Source: an optimization exercise on an open RTL-to-GDS flow (aim: small area and a short achievable clock period). Production flows keep margins and buffers that such runs may drop. RTL that was checked went through simulation tests only; none was proved equivalent to the original. No activity file was given, so power comes from the tool's default toggle rates.

## smul_q31
module smul_q31 (
    input  logic        clk,
    input  logic        reset,
    input  logic        go,
    input  logic [31:0] left,
    input  logic [31:0] right,
    output logic [31:0] out,
    output logic        done
);
Size: roughly 16000 sq um of cells after synthesis.
export LEC_CHECK = 0
export CAP_MARGIN = 20
export CORE_MARGIN = 2
export CORE_UTILIZATION = 60
export PLACE_DENSITY = 0.75
export SETUP_SLACK_MARGIN = 2.8
export SLEW_MARGIN = 20
export SYNTH_HIERARCHICAL = 1
export SYNTH_MINIMUM_KEEP_SIZE = 0
create_clock -name core_clock -period 8.0 [get_ports {clk}]
standard.sh (not shown) runs the stock make flow with config.mk's settings and CLKGATE_MAP_FILE= SYNTH_SCRIPT=/design/flow/synth_recipe.tcl, a recipe that flattens the netlist after the stock synthesis.
==> flow/flow/run.sh <==
#!/bin/bash
# The standard synthesis and layout, with two changes to how the layout
# is made:
#  - after synthesis, the Booth selector gates (a22oi) are set to their
#    smallest drive strength (the placement's repair steps resize them again
#    where timing needs it);
#  - the input and output ports are buffered with buf_2 cells rather than
#    the flow's default choice.
set -euo pipefail
bash standard.sh synth > synth.log 2>&1
R=orfs/results/sky130hd/smul_q31/base
cat > downsize.tcl <<TCL
read_db $R/1_synth.odb
set db [ord::get_db]
set m1 [\$db findMaster sky130_fd_sc_hd__a22oi_1]
set n 0
foreach inst [[ord::get_db_block] getInsts] {
  if {[[\$inst getMaster] getName] eq "sky130_fd_sc_hd__a22oi_2"} {
    \$inst swapMaster \$m1
    incr n
  }
}
puts "downsized \$n a22oi_2 to a22oi_1"
write_db $R/1_synth.odb
TCL
openroad -no_init -exit downsize.tcl > downsize.log 2>&1
export BUFFER_PORTS_ARGS="-buffer_cell sky130_fd_sc_hd__buf_2"
bash standard.sh > layout.log 2>&1
Next try:
--- a/flow/design.v
+++ b/flow/design.v
@@ -134,35 +134,34 @@
   end
 endmodule
 module smul_q31 (
     input  logic        clk,
     input  logic        reset,
     input  logic        go,
     input  logic [31:0] left,
     input  logic [31:0] right,
     output logic [31:0] out,
     output logic        done
 );
   logic d0, d1;               
-  logic hi;                   
   logic [39:0] sa, sb;        
   logic sl;                   
   wire xen = go & ~d1;        
   wire cyc2 = d0 & ~d1;       
   wire hold = ~go | d1;       
   wire keep = hold & ~reset;
   wire add2 = cyc2 & ~reset;  
   wire kboth = add2 | hold;
   assign done = d1;
-  wire [16:0] bs = hi ? right[31:15] : {right[15:0], 1'b0};
+  wire [16:0] bs = cyc2 ? right[31:15] : {right[15:0], 1'b0};
   wire [31:0] x = left & {32{xen}};
   wire [8:0] qlo = {1'b0, sa[7:0]} + {1'b0, sb[7:0]} + {8'd0, sl};
   wire [47:0] ea, eb;
   assign ea[0] = (add2 & sa[8]);
   assign eb[0] = (add2 & sb[8]);
   assign ea[1] = (add2 & sa[9]);
   assign eb[1] = (add2 & sb[9]);
   assign ea[2] = (add2 & sa[10]);
   assign eb[2] = (add2 & sb[10]);
   assign ea[3] = (add2 & sa[11]);
   assign eb[3] = (add2 & sb[11]);
   assign ea[4] = (add2 & sa[12]);
@@ -931,40 +930,39 @@
   sq_fa f634 (.a(s447), .b(c538), .c(s539), .s(s633), .co(c634));
   wire s635, c636;
   sq_fa f636 (.a(c448), .b(s541), .c(c540), .s(s635), .co(c636));
   wire s637, c638;
   sq_fa f638 (.a(s543), .b(pp7[32]), .c(c542), .s(s637), .co(c638));
   wire s639, c640;
   sq_fa f640 (.a(ea[47]), .b(eb[47]), .c(c544), .s(s639), .co(c640));
   wire [47:0] v1 = {s639, s637, c634, s633, s631, s629, c626, s625, c622, s621, c618, c616, c614, c612, c610, c608, c606, c604, c602, c600, c598, c596, c594, c592, c590, c588, c586, c584, c582, c580, c578, c576, c574, c572, c570, c568, c566, c564, c562, c560, c558, c556, c554, c552, c550, c548, c546, pp0[0]};
   wire [47:0] v2 = {c638, c636, s635, c632, c630, c628, s627, c624, s623, c620, s619, s617, s615, s613, s611, s609, s607, s605, s603, s601, s599, s597, s595, s593, s591, s589, s587, s585, s583, s581, s579, s577, s575, s573, s571, s569, s567, s565, s563, s561, s559, s557, s555, s553, s551, s549, s547, s545};
   wire [8:0] vlo = {1'b0, v1[7:0]} + {1'b0, v2[7:0]};
   always_ff @(posedge clk) begin
     d0 <= go;
-    hi <= go & ~d0;
     d1 <= go & d0;
     sa <= v1[47:8];
     sb <= v2[47:8];
     sl <= vlo[8];
   end
   wire [38:0] res = sa[38:0] + sb[38:0] + {38'd0, sl};
   assign out = res[38:7];
 endmodule
 module sq_benc (
     input  logic [2:0] b,
     output logic       neg,
     output logic       one,
     output logic       two
 );
-  assign neg = b[2] & ~(b[1] & b[0]);    
+  assign neg = b[2];
   assign one = b[1] ^ b[0];
   assign two = (b[2] & ~b[1] & ~b[0]) | (~b[2] & b[1] & b[0]);
 endmodule
 module sq_bpp (
     input  logic x0,
     input  logic x1,
     input  logic neg,
     input  logic one,
     input  logic two,
     output logic p
 );
   assign p = ((one & x0) | (two & x1)) ^ neg;
Outcome: Non-clock buffer count falls by 7. Routed wire length went down by 1.3%. Setup slack gains 0.036 ns. Cell area went down by 0.54%. Count of clock-buffer cells in the layout came out lower by 3. Total power hardly moves.
No functional check of the RTL was part of the first run of this note.

[static timing again, ports no longer ideal]
The flow's constraints put no driver on any port. The routed layouts listed below were extracted and timed again, unchanged, in two steps.
Step 1 sets driving cells, clkbuf_16 on the clock port and buf_2 on the other inputs (assumed; they add their load-dependent delay and slew).
Step 2 also shifts input and output timing later by t, the mid clock arrival at the registers, as if the neighbouring blocks saw the same clock.
Slacks: ideal / step 1 / step 2; pairs: ideal / step 1.
| run | t (ns) | setup WS [ns] | hold slack, ns | worst setup path after step 2 |
|---|---|---|---|---|
| the first run | 0.394 | 2.816 / 2.838 / 2.444 | 0.549 / 0.549 / 0.549 | input to register |
| the second run | 0.401 | 2.853 / 2.880 / 2.480 | 0.538 / 0.538 / 0.538 | input to register |
After both steps setup and hold are still met in every run listed. The setup slack of the second run, which loses most, moves by +0.027 ns with the drivers and by -0.373 ns with both steps.
